Background: an optimization exercise with open tools, aiming at small area. Do not read the settings as production practice.
In this exercise RTL edits were held to simulation tests only and were not proved equivalent to the original.
Power figures rest on the tool's default switching activity, not on a simulated workload.

`design/flow/flow/run.sh`:
```
#!/bin/bash
# Layout: the standard flow, with clock tree synthesis told not to add
# dummy loads and to build the tree from clkbuf_8 cells.
set -euo pipefail
export CTS_ARGS="-sink_clustering_enable -repair_clock_nets -dont_use_dummy_load -buf_list sky130_fd_sc_hd__clkbuf_8 -sink_clustering_size 18 -sink_clustering_max_diameter 50"
bash standard.sh finish > flow_standard.log 2>&1
```
`design/flow/standard.sh`:
```
#!/bin/bash
# synth_recipe.tcl (not shown) runs the flow's synth.tcl, then flattens the netlist and writes it again
# the make line also repeats each setting of config.mk as NAME=value (left out here)
make -C /OpenROAD-flow-scripts/flow DESIGN_CONFIG=/design/flow/config.mk WORK_HOME=/design/flow/orfs CLKGATE_MAP_FILE= SYNTH_SCRIPT=/design/flow/synth_recipe.tcl "${@:-finish}"
```
`design/flow/config.mk`:
```
export PLATFORM = sky130hd
export DESIGN_NAME = router_top_module
export DESIGN_NICKNAME = router_top_module
export VERILOG_FILES = /design/flow/design.v
export SDC_FILE = /design/flow/constraint.sdc
export NUM_CORES = 4
export LEC_CHECK = 0
export CAP_MARGIN = 20
export CORE_MARGIN = 2
export CORE_UTILIZATION = 40
export SLEW_MARGIN = 20
```
`design/flow/constraint.sdc`:
```
create_clock -name core_clock -period 5.0 [get_ports {clock}]
set_input_delay 1.0000 -clock core_clock [delete_from_list [all_inputs] [get_ports {clock}]]
set_output_delay 1.0000 -clock core_clock [all_outputs]
set_load 0.01 [all_outputs]
```
`design/flow/design.v`:
```
module router_fifo (
    input clock,
    input resetn,
    input write_en,
    input read_en,
    input soft_reset,
    input [7:0] data_in,
    input delay_lfd_state,
    output reg empty,
    output reg full,
    output reg [7:0] data_out
);
  integer i;
  reg [7:0] mem[0:15];
  reg [4:0] occ;
  reg [6:0] cnt;   
  reg hdr;
  wire fifo_empty = &occ;
  wire fifo_full = ~occ[4] & (&occ[3:0]);
  wire wr = write_en & ~fifo_full;
  wire rd = read_en & ~fifo_empty;
  wire [7:0] l0, l1, l2, l3, head;
  router_mux4 m0 (.a(mem[0]), .b(mem[1]), .c(mem[2]), .d(mem[3]), .s(occ[1:0]), .y(l0));
  router_mux4 m1 (.a(mem[4]), .b(mem[5]), .c(mem[6]), .d(mem[7]), .s(occ[1:0]), .y(l1));
  router_mux4 m2 (.a(mem[8]), .b(mem[9]), .c(mem[10]), .d(mem[11]), .s(occ[1:0]), .y(l2));
  router_mux4 m3 (.a(mem[12]), .b(mem[13]), .c(mem[14]), .d(mem[15]), .s(occ[1:0]), .y(l3));
  router_mux4 m4 (.a(l0), .b(l1), .c(l2), .d(l3), .s(occ[3:2]), .y(head));
  wire take = hdr | ~cnt[6];
  wire pop = rd & take;
  always @(posedge clock) begin
    if (wr) begin
      mem[0] <= data_in;
      for (i = 1; i < 16; i = i + 1) mem[i] <= mem[i-1];
    end
  end
  always @(posedge clock) begin
    if (!resetn || soft_reset) begin
      occ <= 5'h1f;
      cnt <= 7'h7f;
      hdr <= 1'b0;
      data_out <= 8'd0;
      empty <= 1'b1;
      full <= 1'b0;
    end else begin
      empty <= fifo_empty;
      full <= fifo_full;
      occ <= occ + {{4{pop & ~wr}}, pop ^ wr};
      hdr <= (hdr & ~rd) | (wr & delay_lfd_state);
      if (rd) begin
        data_out <= take ? head : 8'd0;
        if (hdr) cnt <= {1'b0, head[7:2]};
        else if (~cnt[6]) cnt <= cnt - 7'd1;
      end
    end
  end
endmodule
module router_mux4 (
    input [7:0] a,
    input [7:0] b,
    input [7:0] c,
    input [7:0] d,
    input [1:0] s,
    output [7:0] y
);
  assign y = s[1] ? (s[0] ? d : c) : (s[0] ? b : a);
endmodule
module router_fsm (
    input            clock,
    input            resetn,
    input            parity_done,
    input      [1:0] data_in,
    input      [2:0] soft_reset,
    input      [2:0] full,
    input      [2:0] empty,
    input            packet_valid,
    input            low_packet_valid,
    output reg       fifo_full,
    output     [2:0] write_enb,
    output reg       delay_lfd_state,
    output reg       busy,
    output reg       detect_add,
    output reg       lfd_state,
    output reg       ld_state,
    output reg       laf_state,
    output reg       rst_int_reg
);
  localparam Decode_address = 3'd0;
  localparam Load_first_data = 3'd1;
  localparam Wait_till_empty = 3'd2;
  localparam Load_data = 3'd3;
  localparam Fifo_full_state = 3'd4;
  localparam Load_parity = 3'd5;
  localparam Load_after_full = 3'd6;
  localparam Check_parity_error = 3'd7;
  reg [2:0] present_state, next_state;
  reg [2:0] dest;
  reg write_enb_reg, write_enb_d;
  wire [2:0] in_dest = {data_in == 2'd2, data_in == 2'd1, data_in == 2'd0};
  wire soft_reset_active = |(dest & soft_reset);
  wire dest_empty = |(dest & empty);
  assign write_enb = {3{write_enb_d}} & dest;
  always @(posedge clock) begin
    if (!resetn) begin
      dest <= 3'b001;
      present_state <= Decode_address;
      write_enb_d <= 1'b0;
      fifo_full <= 1'b0;
      delay_lfd_state <= 1'b0;
    end else begin
      if (detect_add) dest <= in_dest;
      present_state <= next_state;
      write_enb_d <= write_enb_reg;
      fifo_full <= |(dest & full);
      delay_lfd_state <= lfd_state;
    end
  end
  always @(*) begin
    next_state = Decode_address;
    rst_int_reg = 1'b0;
    ld_state = 1'b0;
    detect_add = 1'b0;
    lfd_state = 1'b0;
    laf_state = 1'b0;
    busy = 1'b0;
    write_enb_reg = 1'b0;
    case (present_state)
      Decode_address: begin
        if (packet_valid && data_in != 2'b11) begin
          detect_add = 1'b1;
          if (|(in_dest & empty)) next_state = Load_first_data;
          else next_state = Wait_till_empty;
        end else next_state = Decode_address;
      end
      Wait_till_empty: begin
        if (!soft_reset_active) begin
          busy = 1'b1;
          if (dest_empty) next_state = Load_first_data;
          else next_state = Wait_till_empty;
        end
      end
      Load_first_data: begin
        if (!soft_reset_active) begin
          lfd_state = 1'b1;
          busy = 1'b1;
          write_enb_reg = 1'b1;
          next_state = Load_data;
        end
      end
      Load_data: begin
        if (!soft_reset_active) begin
          ld_state = 1'b1;
          write_enb_reg = 1'b1;
          if (fifo_full) next_state = Fifo_full_state;
          else if (!packet_valid) next_state = Load_parity;
          else next_state = Load_data;
        end
      end
      Fifo_full_state: begin
        if (!soft_reset_active) begin
          busy = 1'b1;
          if (!fifo_full) next_state = Load_after_full;
          else next_state = Fifo_full_state;
        end
      end
      Load_parity: begin
        if (!soft_reset_active) begin
          busy = 1'b1;
          next_state = Check_parity_error;
        end
      end
      Load_after_full: begin
        if (!soft_reset_active) begin
          laf_state = 1'b1;
          busy = 1'b1;
          write_enb_reg = 1'b1;
          if (!parity_done && low_packet_valid) next_state = Load_parity;
          else if (!parity_done && !low_packet_valid) next_state = Load_data;
          else next_state = Decode_address;
        end
      end
      Check_parity_error: begin
        if (!soft_reset_active) begin
          busy = 1'b1;
          rst_int_reg = 1'b1;
          if (!fifo_full) next_state = Decode_address;
          else next_state = Fifo_full_state;
        end
      end
    endcase
  end
endmodule
module router_register (
    input clock,
    input resetn,
    input packet_valid,
    input fifo_full,
    input rst_int_reg,
    input detect_add,
    input ld_state,
    input laf_state,
    input lfd_state,
    input [7:0] data_in,
    output reg parity_done,
    output reg low_packet_valid,
    output reg error,
    output reg [7:0] dout
);
  reg [7:0] fifo_full_state_register;
  reg [7:0] packet_parity_register;
  reg [7:0] internal_parity_register;
  reg parity_check_pending;
  always @(posedge clock) begin
    if (!resetn) begin
      dout <= 8'b0;
      error <= 1'b0;
      parity_done <= 1'b0;
      low_packet_valid <= 1'b0;
      fifo_full_state_register <= 8'd0;
      packet_parity_register <= 8'b0;
      internal_parity_register <= 8'b0;
      parity_check_pending <= 1'b0;
    end else if (rst_int_reg) begin
      low_packet_valid <= 1'b0;
      error <= 1'b0;
    end else if (detect_add) begin
      parity_done <= 1'b0;
      low_packet_valid <= 1'b0;
      internal_parity_register <= data_in;
      fifo_full_state_register <= 8'd0;
    end else if (lfd_state) begin
      dout <= internal_parity_register;
    end else if (ld_state) begin
      if (packet_valid) begin
        if (fifo_full) fifo_full_state_register <= data_in;
        else begin
          dout <= data_in;
          internal_parity_register <= internal_parity_register ^ data_in;
        end
      end else begin
        if (!fifo_full) begin
          dout <= data_in;
          parity_check_pending <= 1'b1;
        end
        parity_done <= !fifo_full;
        low_packet_valid <= 1'b1;
        packet_parity_register <= data_in;
      end
    end else if (laf_state) begin
      if (low_packet_valid && !parity_done) begin
        parity_done <= 1'b1;
        dout <= packet_parity_register;
      end else begin
        internal_parity_register <= internal_parity_register ^ fifo_full_state_register;
        dout <= fifo_full_state_register;
      end
    end else if (parity_check_pending) begin
      error <= (internal_parity_register != packet_parity_register);
      parity_check_pending <= 1'b0;
    end
  end
endmodule
module router_synchronizer (
    input clock,
    input resetn,
    input [2:0] read_en,
    input empty_0,
    input empty_1,
    input empty_2,
    output reg [2:0] soft_reset,
    output reg [2:0] vld_out
);
  integer i;
  reg [4:0] counter[0:2];
  always @(posedge clock) begin
    if (!resetn) begin
      for (i = 0; i < 3; i = i + 1) counter[i] <= 5'd1;
      soft_reset <= 3'd0;
      vld_out <= 3'd0;
    end else begin
      vld_out <= ~{empty_2, empty_1, empty_0};
      for (i = 0; i < 3; i = i + 1) begin
        if (vld_out[i] && (read_en[i] || counter[i] == 5'd30)) counter[i] <= 5'd1;
        else counter[i] <= counter[i] + 5'd1;
        soft_reset[i] <= vld_out[i] && !read_en[i] && counter[i] == 5'd30;
      end
    end
  end
endmodule
module router_top_module (
    input clock,
    input resetn,
    input packet_valid,
    input [7:0] data_in,
    input [2:0] read_en,
    output [7:0] data_out_0,
    output [7:0] data_out_1,
    output [7:0] data_out_2,
    output [2:0] valid_out,
    output error,
    output busy
);
  wire lfd_state, ld_state, laf_state, rst_int_reg, detect_add, delay_lfd_state;
  wire parity_done, low_packet_valid;
  wire fifo_full;
  wire [2:0] soft_reset;
  wire [2:0] write_enb;
  wire [2:0] empty, full;
  wire [7:0] dout;
  router_fifo FIFO_0 (
      .clock(clock), .resetn(resetn), .write_en(write_enb[0]), .read_en(read_en[0]),
      .soft_reset(soft_reset[0]), .data_in(dout), .delay_lfd_state(delay_lfd_state),
      .empty(empty[0]), .full(full[0]), .data_out(data_out_0)
  );
  router_fifo FIFO_1 (
      .clock(clock), .resetn(resetn), .write_en(write_enb[1]), .read_en(read_en[1]),
      .soft_reset(soft_reset[1]), .data_in(dout), .delay_lfd_state(delay_lfd_state),
      .empty(empty[1]), .full(full[1]), .data_out(data_out_1)
  );
  router_fifo FIFO_2 (
      .clock(clock), .resetn(resetn), .write_en(write_enb[2]), .read_en(read_en[2]),
      .soft_reset(soft_reset[2]), .data_in(dout), .delay_lfd_state(delay_lfd_state),
      .empty(empty[2]), .full(full[2]), .data_out(data_out_2)
  );
  router_synchronizer Synchroniser (
      .clock(clock), .resetn(resetn), .read_en(read_en),
      .empty_0(empty[0]), .empty_1(empty[1]), .empty_2(empty[2]),
      .soft_reset(soft_reset), .vld_out(valid_out)
  );
  router_register Register (
      .clock(clock), .resetn(resetn), .packet_valid(packet_valid), .fifo_full(fifo_full),
      .rst_int_reg(rst_int_reg), .detect_add(detect_add), .ld_state(ld_state),
      .laf_state(laf_state), .lfd_state(lfd_state), .data_in(data_in),
      .parity_done(parity_done), .low_packet_valid(low_packet_valid), .error(error), .dout(dout)
  );
  router_fsm FSM (
      .clock(clock), .resetn(resetn), .parity_done(parity_done), .data_in(data_in[1:0]),
      .soft_reset(soft_reset), .full(full), .empty(empty), .packet_valid(packet_valid),
      .low_packet_valid(low_packet_valid), .fifo_full(fifo_full), .write_enb(write_enb),
      .delay_lfd_state(delay_lfd_state), .busy(busy), .detect_add(detect_add),
      .lfd_state(lfd_state), .ld_state(ld_state), .laf_state(laf_state), .rst_int_reg(rst_int_reg)
  );
endmodule
```
==> results of run 1 <==
## path summary, 6_finish.rpt
kind / startpoint / to / slack [ps] / cells past startpoint
hold reg to reg: FIFO_2.mem[11][1] / FIFO_2.mem[12][1] / 400 / 0
setup / recovery: FSM.dest[1] / busy / 1420 / 5
setup reg to reg: FIFO_0.occ[1] / FIFO_0.occ[4] / 1630 / 14
hold / removal: FIFO_2.mem[11][1] / FIFO_2.mem[12][1] / 400 / 0
## per-layer routing
metal	GRT usage, %	vias to the layer above	wire length (um)
li1	-	5440	-
met3	2.88	85	2080
met5	0	-	34
met2	23.7	284	19100
met1	22.9	5888	19700
met4	5.97	6	1310
## kinds of logic after synthesis
group / synth area share, %
AOI/OAI and AO/OA: 8.57
xor gates and xnor gates: 1.24
DFF: 67.4
buffers and inverters: 2.35
and+or+nand+nor: 5.96
adders and majority gates: 1.71
muxes: 12.8
## state kept, by name, summed over array words and instances, names as in the netlist, 7 cells and up
| name | cells |
|---|---|
| FIFO_1.mem | 128 |
| FIFO_0.mem | 128 |
| FIFO_0.data_out | 8 |
| Register.dout | 8 |
| Register.packet_parity_register | 8 |
| FIFO_2.data_out | 8 |
| Synchroniser.counter | 15 |
| FIFO_0.cnt | 7 |
| FIFO_2.cnt | 7 |
| FIFO_1.data_out | 8 |
| Register.internal_parity_register | 8 |
| FIFO_2.mem | 128 |
| FIFO_1.cnt | 7 |
| Register.fifo_full_state_register | 8 |
## final cells by class
cell class	instances	area [um^2]
antenna	1	2.50
fill	4653	29400
timing repair buffer	66	621
sequential	519	14200
inverter	41	164
multi-input combinational	748	6390
tap	688	861
clock buffer	48	661
## power by group
group / leakage, nW / internal [W] / switching [W]
logic: 3.04 / 0.000565 / 0.000808
clock network: 0.345 / 0.000855 / 0.00133
registers: 4.57 / 0.00500 / 0.000270
## synth_stat cells (all sizes together), types with 18 or more instances
cell / number
dfxtp: 135
edfxtp: 384
mux2i: 89
xnor2: 20
buf: 31
o21ai: 61
inv: 39
nor2: 77
nand2: 82
a21oi: 38
clkbuf: 36
a221oi: 32
mux4: 77
nor3: 18
a22o: 18
ha: 24
## metrics by stage
step                      std cells  hold slack, ps  worst slack (ps)  util, %  cell area [um^2]
final                          2111             398              1420     43.8             22900
after global routing           2110             403              1280     43.8             22900
after CTS                      2108             396              1360     43.7             22900
after detailed placement       2060             416               993     42.5             22200
after global placement         2060             410              1110     42.5             22200
after floorplan                1375             398               910        -             21100
==> flow_metrics.tcl, run 1 <==
set metrics [dict create \
    port_buffers 42 \
    drv_slew 0 \
    setup_tns_ps 0 \
    setup_violations 0 \
    track_usage_pct 15.8 \
    crit_slowest_cell "clkdlybuf4s50_1" \
    postSynthCellCount 1375 \
    path_buf_inv 3 \
    drc 0 \
    fmax_mhz 279 \
    fp-row-count 84 \
    start_util_pct 40.3 \
    ys.flop_type "edfxtp_1" \
    grt_pass1_wl_mm 67.4 \
    hp-class "reg2reg" \
    period_minus_slack_ps 3580 \
    cp_cell_sequence "a222oi_1 -> buf_4 -> inv_1 -> a31oi_1 -> clkdlybuf4s50_1" \
    grt_overflow_total 0 \
    crit_arrival_ps 2580 \
    vias_per_cell 5.54 \
    powerDensity_mw_per_mm2 385 \
    die_width_um 234 \
    io_pins 43 \
    place_hpwl_mm 26.0 \
    route.vias.total 11700 \
    cts_buffers 48 \
    gp_congestion 0.836 \
    skew_ps 52.7 \
    grt_max_degree 98 \
    cts_root_buf "clkbuf_8" \
    drt-total-wl_mm 42.3 \
    rsz0062_at_grt "false" \
    seq_area_frac_synth_pct 67.4 \
    layout-drive-gt1-share_pct 12.4 \
    crit_family "buffers and inverters" \
    yosysUniqueCellTypes 70 \
    critical_path_required_ps 4000 \
    synth_edf_count 384 \
    synthTopCellsByArea "edfxtp_1 55%, dfxtp_1 13%, mux4_2 8.2%" \
    worstSetupPathType "reg2out" \
    nets 1465 \
    h-tree-depth 2 \
    worstPathMaxFanout 14 \
    ant_nets 0 \
    routedWlPerCell_um 20.0 \
    cp-start-kind "flop" \
    netlist_area_mm2 0.0211 \
    cts_setup_buffers 0 \
    drtPass1Iterations 6 \
    max-cap-violations 0 \
    grt_pass1_vias 11600 \
    coreArea_mm2 0.0523 \
    antenna_found_initial 2 \
    postSynth.asyncResetShare_pct 0 \
    ys_ff_latch 519 \
    cp-end-kind "output port" \
    cts_max_path_buffers 3 \
    insertion_delay_ps 650 \
    path_clk_slew_ps 100 \
    power.leakage_nw 7.96 \
    final_cell_mix "384 x edfxtp_1, 132 x dfxtp_1, 89 x mux2i_1" \
    dieArea_mm2 0.0546 \
    synth.yosys.warnings 7 \
    maxSlewHeadroom_pct 33.6 \
    hold_buffers 0 \
    power.total_w 0.00883 \
    dr.first_iter.drc_count 926 \
    final_hold_viol_count 0 \
    outcome "finished clean" \
    irDropWorstVdd_v 0.000187 \
    avgSynthCellArea_um2 15.4 \
    synth_top_cell_area_share_pct 54.6 \
    area_delta_synth_final_pct 8.63 \
    synth_area_leader_cell "edfxtp_1" \
    final_common_cell "edfxtp_1" \
    cts_resized 0 \
    cts_tree "yes" \
    cts_sinks 519 \
    chipHeight_um 234 \
    finalCritPeriodShare_pct 71.6 \
    slowest_delay_ps 570 \
    tightest_slew_ps 996 \
]
==> inputs of run 2 (changes only) <==
==> design/flow/flow/run.sh (replaced) <==
#!/bin/bash
# Layout: the standard flow, with clock tree synthesis told not to add
# dummy loads and to build the tree from clkbuf_8 cells; synthesis buffers
# removed at floorplan, ports buffered with buf_1, and gates off the critical
# paths downsized after global routing.
set -euo pipefail
export CTS_ARGS="-sink_clustering_enable -repair_clock_nets -dont_use_dummy_load -buf_list sky130_fd_sc_hd__clkbuf_8 -sink_clustering_size 18 -sink_clustering_max_diameter 50"
export REMOVE_ABC_BUFFERS=1
export BUFFER_PORTS_ARGS="-buffer_cell sky130_fd_sc_hd__buf_1"
export RECOVER_POWER=100
bash standard.sh finish > flow_standard.log 2>&1
==> flow_metrics.tcl, run 2 <==
set metrics [dict create \
    outcome "complete, but fails checks" \
    violations "max-capacitance violations, max-slew violations" \
    h-tree-depth 2 \
    track_usage_pct 15.4 \
    postSynthCellCount 1375 \
    ys.flop_type "edfxtp_1" \
    route.vias.total 11600 \
    cp-start-kind "flop" \
    postLayoutCoreUtil_pct 43.0 \
    cts_root_buf "clkbuf_8" \
    diodes 0 \
    grt_max_degree 92 \
    netlist_area_mm2 0.0211 \
    fin_ws_ps 1240 \
    reg_top3 "FIFO_0.mem: 128 flops, FIFO_1.mem: 128 flops, FIFO_2.mem: 128 flops" \
    grt_overflow_total 0 \
    cp-end-kind "flop" \
    seq_area_frac_synth_pct 67.4 \
    powerDensity_mw_per_mm2 389 \
    max-cap-violations 4 \
    final_common_cell "edfxtp_1" \
    grt_pass1_wl_mm 65.8 \
    ant_nets 0 \
    postSynth.asyncResetShare_pct 0 \
    avgSynthCellArea_um2 15.4 \
    synthTopCellsByArea "edfxtp_1 55%, dfxtp_1 13%, mux4_2 8.2%" \
    io_pins 43 \
    final_hold_viol_count 0 \
    cp_cell_sequence "and4_1 -> a21boi_0 -> o21ai_0 -> inv_1 -> ha_1 -> inv_1 -> ha_1 -> fa_1 -> a21o_1 -> a21oi_1 -> xnor2_1 -> nand2_1" \
    gp_congestion 0.827 \
    drtPass1Iterations 5 \
    crit_slowest_cell "a21boi_0" \
    switching_share_pct 27.2 \
    critical_path_required_ps 5470 \
    maxSlewHeadroom_pct -47.8 \
    comb_power_share_pct 15.4 \
    fmax_mhz 266 \
    synth_edf_count 384 \
    drt-total-wl_mm 41.5 \
    finalCritPeriodShare_pct 75.2 \
    antenna_found_initial 2 \
    area_delta_synth_final_pct 6.61 \
    synth_top_cell_area_share_pct 54.6 \
    worstSetupPathType "reg2reg" \
    path_clk_slew_ps 110 \
    cts_tree "yes" \
    synth.yosys.warnings 7 \
    start_util_pct 40.3 \
    nets 1456 \
    yosysUniqueCellTypes 70 \
    clkPwrFrac_pct 24.4 \
    p_switching_w 0.00238 \
    hold_buffers 0 \
    coreArea_mm2 0.0523 \
    cts_buffers 46 \
    drc 0 \
    crit_arrival_ps 4230 \
    irDropWorstVdd_v 0.000242 \
    tightest_slew_ps 2200 \
    skew_ps 98.5 \
    ys_ff_latch 519 \
    placedCellCount 2055 \
    slowest_delay_ps 760 \
    synth_area_leader_cell "edfxtp_1" \
    dieArea_mm2 0.0546 \
    grt_pass1_vias 11500 \
    power.leakage_nw 7.78 \
    crit_family "compound AO/OA/AOI/OAI gates" \
    stdcell_count 2101 \
    insertion_delay_ps 660 \
    netlist_top_cells_count "384 x edfxtp_1, 135 x dfxtp_1, 89 x mux2i_1" \
    rsz0062_at_grt "false" \
    p_int_w 0.00637 \
    p_seq_share_pct 60.3 \
    die_width_um 234 \
    cts_sinks 519 \
    chipHeight_um 234 \
    dr.first_iter.drc_count 854 \
    port_buffers 42 \
    fp-row-count 84 \
    vias_per_cell 5.52 \
    cts_resized 0 \
    final_cell_mix "384 x edfxtp_1, 135 x dfxtp_1, 89 x mux2i_1" \
    place_hpwl_mm 25.7 \
    routedWlPerCell_um 19.7 \
    worstPathMaxFanout 13 \
    hp-class "reg2reg" \
    cts_setup_buffers 0 \
    cts_max_path_buffers 3 \
    setup_violations 0 \
    place_ws_ps 1280 \
    synthMostInstantiatedCell "edfxtp_1" \
    setup_tns_ps 0 \
    period_minus_slack_ps 3760 \
    layout-drive-gt1-share_pct 10.6 \
    drv_slew 145 \
    path_buf_inv 2 \
]
-- run 2: cell count changes in the layout (fill, tap and decap cells not counted), moves of 2 or more --
cell and delta:
buf_1 +39, buf_4 -15, clkbuf_1 +9, clkbuf_2 +4, clkbuf_8 -2, clkdlybuf4s50_1 -42
dfxtp_1 +3, dfxtp_2 -3, mux2_1 +4, mux2_2 -4
-- run 2: worst paths after layout --
kind,slack [ps],start,to,cells after the start
min reg2reg,380,FIFO_1.mem[2][6],FIFO_1.mem[3][6],0
max reg2reg,1240,FIFO_1.occ[2],FIFO_1.occ[4],12
max,1240,FIFO_1.occ[2],FIFO_1.occ[4],12
min,380,FIFO_1.mem[2][6],FIFO_1.mem[3][6],0
-- run 2: kinds of logic (layout without fill, tap and decap cells) --
| family | Yosys count | in the layout | synth area share (%) |
|---|---|---|---|
| AO/OA/AOI/OAI | 256 | 256 | 8.57 |
| XOR/XNOR | 30 | 30 | 1.24 |
| adder cells (fa/ha/maj) | 27 | 27 | 1.71 |
| buffers and inverters | 108 | 146 | 2.35 |
| flip-flops | 519 | 519 | 67.4 |
| multiplexers | 172 | 172 | 12.8 |
| AND/OR/NAND/NOR | 263 | 263 | 5.96 |
-- run 2: area by class of cell --
| type | instances | area, um^2 |
|---|---|---|
| Inverter | 41 | 164 |
| Sequential cell | 519 | 14200 |
| Timing Repair Buffer | 59 | 253 |
| Multi-Input combinational cell | 748 | 6360 |
| Fill cell | 4717 | 29800 |
| Clock buffer | 46 | 633 |
| Tap cell | 688 | 861 |
-- run 2: through the flow --
stage | hold WS, ps | power, W | instance area (um^2)
2_1_floorplan | 398 | 0.00625 | 20800
3_3_place_gp | 414 | 0.00670 | 21900
3_5_place_dp | 430 | 0.00673 | 21900
4_1_cts | 368 | 0.00886 | 22600
5_1_grt | 375 | 0.00916 | 22500
6_report | 380 | 0.00875 | 22500
-- run 2: worst register-to-register path, delay by kind of cell, from the launching register on --
family          cells  cell delay [ps]
buf+inv             2              210
flops               1              530
fa+ha+maj           3              800
compound gates      4             1500
xor+xnor            1              140
simple gates        2              400
-- run 2: power by group through the flow --
stage	sequential, W	clock (W)	combinational [W]
6_report	0.00527	0.00213	0.00134
5_1_grt	0.00531	0.00237	0.00148
4_1_cts	0.00528	0.00222	0.00136
3_5_place_dp	0.00537	0	0.00136
3_3_place_gp	0.00536	0	0.00134
2_1_floorplan	0.00533	0	0.000921
-- run 2: routing by layer --
| metal | share of wire [%] | routed length, um | global-route usage, % |
|---|---|---|---|
| met5 | 0.027 | 11 | 0 |
| met4 | 2.5 | 1040 | 4.61 |
| met3 | 4.6 | 1890 | 2.89 |
| met2 | 46 | 19000 | 23.6 |
| met1 | 47 | 19500 | 22.2 |
==> inputs of run 3 (changes only) <==
==> design/flow/flow/run.sh (replaced) <==
#!/bin/bash
# Layout: the standard flow, with synthesis buffers removed at floorplan,
# ports buffered with buf_1, and clock tree synthesis told not to add dummy
# loads and to build the tree from clkbuf_16 cells.
set -euo pipefail
export CTS_ARGS="-sink_clustering_enable -repair_clock_nets -dont_use_dummy_load -buf_list sky130_fd_sc_hd__clkbuf_16 -sink_clustering_size 30 -sink_clustering_max_diameter 60"
export REMOVE_ABC_BUFFERS=1
export BUFFER_PORTS_ARGS="-buffer_cell sky130_fd_sc_hd__buf_1"
bash standard.sh finish > flow_standard.log 2>&1
==> flow_metrics.tcl, run 3 <==
set metrics [dict create \
    crit_start "FIFO_2.occ[1]" \
    grt_max_degree 92 \
    cts_sinks 519 \
    chipHeight_um 234 \
    ant_nets 0 \
    grt_overflow_total 0 \
    start_util_pct 40.3 \
    hp-start "FIFO_1.mem[6][2]" \
    tightest_slew_ps 1060 \
    nets 1446 \
    ys_ff_latch 519 \
    drtPass1Iterations 5 \
    synth.yosys.warnings 7 \
    cts_tree "yes" \
    synth_edf_count 384 \
    cts_setup_buffers 0 \
    power.leakage_nw 7.91 \
    path_buf_inv 3 \
    yosysUniqueCellTypes 70 \
    timing.rr.start "FIFO_2.occ[1]" \
    cts_root_buf "clkbuf_16" \
    outcome "finished clean" \
    vias_per_cell 5.53 \
    layout-drive-gt1-share_pct 11.3 \
    avgSynthCellArea_um2 15.4 \
    postSynthCellCount 1375 \
    insertion_delay_ps 580 \
    crit_arrival_ps 3790 \
    synthTopCellsByArea "edfxtp_1 55%, dfxtp_1 13%, mux4_2 8.2%" \
    final_cell_mix "384 x edfxtp_1, 132 x dfxtp_1, 89 x mux2i_1" \
    regToRegEndpoint "FIFO_2.occ[4]" \
    postSynth.asyncResetShare_pct 0 \
    routedWlPerCell_um 19.8 \
    multi_input_area_mm2 0.00640 \
    antenna_found_initial 2 \
    skew_ps 57.7 \
    powerDensity_mw_per_mm2 405 \
    netlist_top_cells_count "384 x edfxtp_1, 135 x dfxtp_1, 89 x mux2i_1" \
    setup_tns_ps 0 \
    hp-class "reg2reg" \
    seq_area_frac_synth_pct 67.4 \
    holdPathStages 0 \
    place_hpwl_mm 25.7 \
    max-cap-violations 0 \
    period_minus_slack_ps 3380 \
    netlist_area_mm2 0.0211 \
    reg_top3 "FIFO_0.mem: 128 flops, FIFO_1.mem: 128 flops, FIFO_2.mem: 128 flops" \
    port_buffers 42 \
    slowest_delay_ps 500 \
    dr.first_iter.drc_count 898 \
    n_fill_cell 4652 \
    holdPathEnd "FIFO_1.mem[7][2]" \
    maxSlewHeadroom_pct 29.5 \
    seqCellArea_mm2 0.0142 \
    stdcell_count 2091 \
    rrSetupSlack_ps 1620 \
    area_delta_synth_final_pct 8.20 \
    die_width_um 234 \
    grt_pass1_vias 11400 \
    final_common_cell "edfxtp_1" \
    worstPathMaxFanout 28 \
    coreArea_mm2 0.0523 \
    cts_buffers 36 \
    placedCellCount 2055 \
    rsz0062_at_grt "false" \
    cts_max_path_buffers 3 \
    final_hold_viol_count 0 \
    finalCritPeriodShare_pct 67.6 \
    cp-start-kind "flop" \
    setup_violations 0 \
    worstSetupPathType "reg2reg" \
    critical_path_required_ps 5410 \
    route.vias.total 11600 \
    crit_family "compound AO/OA/AOI/OAI gates" \
    synth_area_leader_cell "edfxtp_1" \
    drc 0 \
    cp_cell_sequence "buf_4 -> and4_1 -> a21boi_0 -> o21ai_0 -> inv_1 -> ha_1 -> inv_1 -> ha_1 -> fa_1 -> a21o_1 -> a21oi_1 -> xnor2_1 -> nand2_1" \
    grt_pass1_wl_mm 65.4 \
    synth_top_cell_area_share_pct 54.6 \
    dieArea_mm2 0.0546 \
    fmax_mhz 296 \
    gp_congestion 0.827 \
    drv_slew 0 \
    io_pins 43 \
    diodes 0 \
    h-tree-depth 2 \
    path_clk_slew_ps 100 \
    crit_slowest_cell "a21boi_0" \
    cp-end-kind "flop" \
    track_usage_pct 15.3 \
    irDropWorstVdd_v 0.000304 \
    reg2reg_depth 13 \
    ys.flop_type "edfxtp_1" \
    drt-total-wl_mm 41.5 \
    hold_buffers 0 \
    synthMostInstantiatedCell "edfxtp_1" \
    cts_resized 0 \
    fp-row-count 84 \
]
==> run 3: report_power, final <==
| part | switching [W] | internal [W] | total [W] |
|---|---|---|---|
| Sequential | 0.000264 | 0.00501 | 0.00527 |
| Clock | 0.00135 | 0.00128 | 0.00263 |
| Combinational | 0.000807 | 0.000543 | 0.00135 |
| Total | 0.00243 | 0.00683 | 0.00925 |
==> run 3: how the worst max path moves through the flow <==
stage | depth (start not counted) | slack [ps] | end
final | 13 | 1620 | FIFO_2.occ[4]
after detailed placement | 12 | 1280 | FIFO_2.occ[4]
after floorplan | 3 | 290 | FIFO_0.mem[0][0]
after global routing | 13 | 1360 | FIFO_2.occ[4]
after CTS | 14 | 1650 | FIFO_0.occ[4]
after global placement | 12 | 1500 | FIFO_2.occ[4]
==> run 3: worst reg2reg max path, cell delays in order, from the launching register on <==
cell      delay (ps)
dfxtp_1          310
buf_4            250
and4_1           230
a21boi_0         500
o21ai_0          360
inv_1            170
ha_1             150
inv_1             40
ha_1             220
fa_1             430
a21o_1           170
a21oi_1          180
xnor2_1          140
nand2_1           70
==> run 3: area by class of cell <==
type	count	area share (%)
Sequential cell	519	62.3
Multi-Input combinational cell	748	28.0
Clock buffer	36	3.94
Tap cell	688	3.77
Timing Repair Buffer	59	1.25
Inverter	41	0.717
==> run 3: metrics by stage <==
stage	util, %	area (um^2)	power [W]	setup slack (ps)	hold slack, ps
2_1_floorplan	-	20800	0.00625	292	398
3_3_place_gp	41.9	21900	0.00670	1500	414
3_5_place_dp	41.9	21900	0.00673	1280	430
4_1_cts	43.6	22800	0.00937	1650	415
5_1_grt	43.6	22800	0.00966	1360	420
6_report	43.6	22800	0.00925	1620	410
==> run 3: cells by family after synthesis <==
family / after synthesis / share of synthesized area, %
xor+xnor: 30 / 1.24
buf+inv: 108 / 2.35
compound gates: 256 / 8.57
simple gates: 263 / 5.96
flops: 519 / 67.4
mux: 172 / 12.8
fa+ha+maj: 27 / 1.71
==> run 3: per-layer routing <==
layer  vias to the layer above  global-route usage, %  routed length, um
met5                         -                      0                 11
met4                         2                   5.20               1010
met3                        61                   2.43               1770
met2                       237                   23.7              19000
met1                      5857                   22.1              19700
li1                       5409                      -                  -
==> inputs of run 4 (changes only) <==
==> design/flow/flow/run.sh (replaced) <==
#!/bin/bash
# Layout: the standard flow, with synthesis buffers removed at floorplan,
# ports buffered with buf_1, and clock tree synthesis told not to add dummy
# loads and to build the tree from clkbuf_8 cells.
set -euo pipefail
export CTS_ARGS="-sink_clustering_enable -repair_clock_nets -dont_use_dummy_load -buf_list sky130_fd_sc_hd__clkbuf_8 -sink_clustering_size 24 -sink_clustering_max_diameter 40"
export REMOVE_ABC_BUFFERS=1
export BUFFER_PORTS_ARGS="-buffer_cell sky130_fd_sc_hd__buf_1"
bash standard.sh finish > flow_standard.log 2>&1
==> flow_metrics.tcl, run 4 <==
set metrics [dict create \
    cts_max_path_buffers 3 \
    power.total_w 0.00904 \
    tightest_slew_ps 1060 \
    irDropWorstVdd_v 0.000279 \
    ys.flop_type "edfxtp_1" \
    multi_input_area_mm2 0.00640 \
    start_util_pct 40.3 \
    seq_area_frac_synth_pct 67.4 \
    cts_tree "yes" \
    comb_power_share_pct 14.9 \
    fmax_mhz 298 \
    seqCellArea_mm2 0.0142 \
    synth_edf_count 384 \
    worstSetupPathType "reg2reg" \
    gp_congestion 0.827 \
    synth_area_leader_cell "edfxtp_1" \
    p_switching_w 0.00243 \
    io_pins 43 \
    chipHeight_um 234 \
    placedCellCount 2055 \
    n_fill_cell 4682 \
    fp-row-count 84 \
    finalCritPeriodShare_pct 67.2 \
    cts_setup_buffers 0 \
    stdcell_count 2115 \
    cts_resized 0 \
    hold_buffers 0 \
    drc 0 \
    synth_top_cell_area_share_pct 54.6 \
    synthTopCellsByArea "edfxtp_1 55%, dfxtp_1 13%, mux4_2 8.2%" \
    p_int_w 0.00661 \
    cp-start-kind "flop" \
    power.leakage_nw 7.90 \
    synth.yosys.warnings 7 \
    drtPass1Iterations 5 \
    nets 1470 \
    dr.first_iter.drc_count 903 \
    dieArea_mm2 0.0546 \
    powerDensity_mw_per_mm2 397 \
    p_seq_share_pct 58.3 \
    h-tree-depth 2 \
    place_hpwl_mm 25.7 \
    yosysUniqueCellTypes 70 \
    track_usage_pct 15.4 \
    vias_per_cell 5.53 \
    postSynth.asyncResetShare_pct 0 \
    cts_root_buf "clkbuf_8" \
    layout-drive-gt1-share_pct 12.8 \
    routedWlPerCell_um 19.7 \
    path_clk_slew_ps 80 \
    die_width_um 234 \
    antenna_found_initial 2 \
    period_minus_slack_ps 3360 \
    reg_top3 "FIFO_0.mem: 128 flops, FIFO_1.mem: 128 flops, FIFO_2.mem: 128 flops" \
    cts_buffers 60 \
    port_buffers 42 \
    rsz0062_at_grt "false" \
    maxSlewHeadroom_pct 29.6 \
    insertion_delay_ps 680 \
    ant_nets 0 \
    postSynthCellCount 1375 \
    cp-end-kind "flop" \
    clkPwrFrac_pct 26.7 \
    skew_ps 75.7 \
    netlist_top_cells_count "384 x edfxtp_1, 135 x dfxtp_1, 89 x mux2i_1" \
    diodes 0 \
    max-cap-violations 0 \
    area_delta_synth_final_pct 7.85 \
    synthMostInstantiatedCell "edfxtp_1" \
    final_cell_mix "384 x edfxtp_1, 132 x dfxtp_1, 89 x mux2i_1" \
    netlist_area_mm2 0.0211 \
    grt_overflow_total 0 \
    drt-total-wl_mm 41.7 \
    critical_path_required_ps 5550 \
    grt_pass1_wl_mm 66.0 \
    ys_ff_latch 519 \
    outcome "finished clean" \
    coreArea_mm2 0.0523 \
    final_hold_viol_count 0 \
    setup_tns_ps 0 \
    hp-class "reg2reg" \
    grt_pass1_vias 11600 \
    drv_slew 0 \
    final_common_cell "edfxtp_1" \
    worstPathMaxFanout 29 \
    setup_violations 0 \
    route.vias.total 11700 \
    grt_max_degree 92 \
    switching_share_pct 26.9 \
    crit_arrival_ps 3910 \
    avgSynthCellArea_um2 15.4 \
    cts_sinks 519 \
]
[run 4: cell counts after synthesis]
Identical to the previous run, type by type.
[run 4: power groups by stage]
stage	Combinational, W	Sequential, W	Clock (W)
2_1_floorplan	0.000921	0.00533	0
3_5_place_dp	0.00136	0.00537	0
3_3_place_gp	0.00134	0.00536	0
4_1_cts	0.00136	0.00528	0.00252
5_1_grt	0.00149	0.00531	0.00266
6_report	0.00135	0.00527	0.00242
[run 4: kinds of logic after synthesis]
group	after synthesis	share of synthesized area (%)
simple gates	263	5.96
buf+inv	108	2.35
fa+ha+maj	27	1.71
xor+xnor	30	1.24
compound gates	256	8.57
mux	172	12.8
flops	519	67.4
[run 4: metal layers]
| layer | track usage (%) | up-vias | wire (um) |
|---|---|---|---|
| met5 | 0 | - | 11 |
| met4 | 4.57 | 2 | 985 |
| met3 | 3.04 | 78 | 2030 |
| met2 | 23.9 | 278 | 19100 |
| met1 | 22.1 | 5885 | 19600 |
| li1 | - | 5444 | - |
[run 4: critical path, cell delays in order, from the launching register on]
cell and delay (ps):
dfxtp_1 310, buf_4 390, nand4_1 270, o21ai_0 570
a21oi_1 200, ha_1 330, inv_1 50, ha_1 170
inv_1 70, fa_1 420, inv_1 70, a21o_1 110
a21oi_1 70, xnor2_1 150, nand2_1 60
[run 4: final timing paths]
| check | startpoint | end | slack, ps | cells after the start |
|---|---|---|---|---|
| worst max-delay path | FIFO_0.occ[1] | FIFO_0.occ[4] | 1640 | 14 |
| worst min-delay path | FIFO_0.mem[5][2] | FIFO_0.mem[6][2] | 410 | 0 |
| worst max register to register | FIFO_0.occ[1] | FIFO_0.occ[4] | 1640 | 14 |
| worst min register to register | FIFO_0.mem[5][2] | FIFO_0.mem[6][2] | 410 | 0 |
[run 4: final cells by class]
cell class              count  area share, %
flip-flops and latches    519           62.5
multi-input cells         748           28.1
well taps                 688           3.78
clock buffers              60           3.63
repair buffers             59           1.25
inverters                  41          0.720
[run 4: metrics by stage]
step                      setup slack, ps  instance area (um^2)  utilization [%]  hold WS (ps)
after CTS                            1680                 22800             43.5           412
after floorplan                       292                 20800                -           398
after global routing                 1380                 22800             43.5           416
after detailed placement             1280                 21900             41.9           430
after global placement               1500                 21900             41.9           414
final                                1640                 22800             43.5           409

[re-timing with driven ports]
In the flow no input, the clock included, has a driving cell. The finished layouts below were timed again as built, in two steps.
Step 1 sets driving cells, clkbuf_16 on the clock port and buf_2 on the other inputs (assumed; they add their load-dependent delay and slew).
Step 2 also shifts input and output timing later by t, the mid clock arrival at the registers, as if the neighbouring blocks saw the same clock.
a / b / c = ideal ports / drivers / drivers and shift; a / b = the first two.
| run | shift t [ns] | setup WS [ns] | latest minus earliest clock arrival (ns) | slew at the worst register clock pin (ns) | cell pins on the clock port's net |
|---|---|---|---|---|---|
| run 1 | 0.677 | 1.421 / 1.370 / 0.977 | 0.063 / 0.062 | 0.11 / 0.11 | 1 |
| run 2 | 0.661 | 1.239 / 1.239 / 0.849 | 0.099 / 0.099 | 0.11 / 0.11 | 1 |
| run 3 | 0.604 | 1.621 / 1.621 / 1.217 | 0.067 / 0.066 | 0.10 / 0.10 | 1 |
| run 4 | 0.693 | 1.642 / 1.642 / 1.226 | 0.080 / 0.081 | 0.10 / 0.10 | 1 |
For run 1, which loses most, drivers alone change the setup slack by -0.051 ns; drivers and shift together by -0.444 ns.
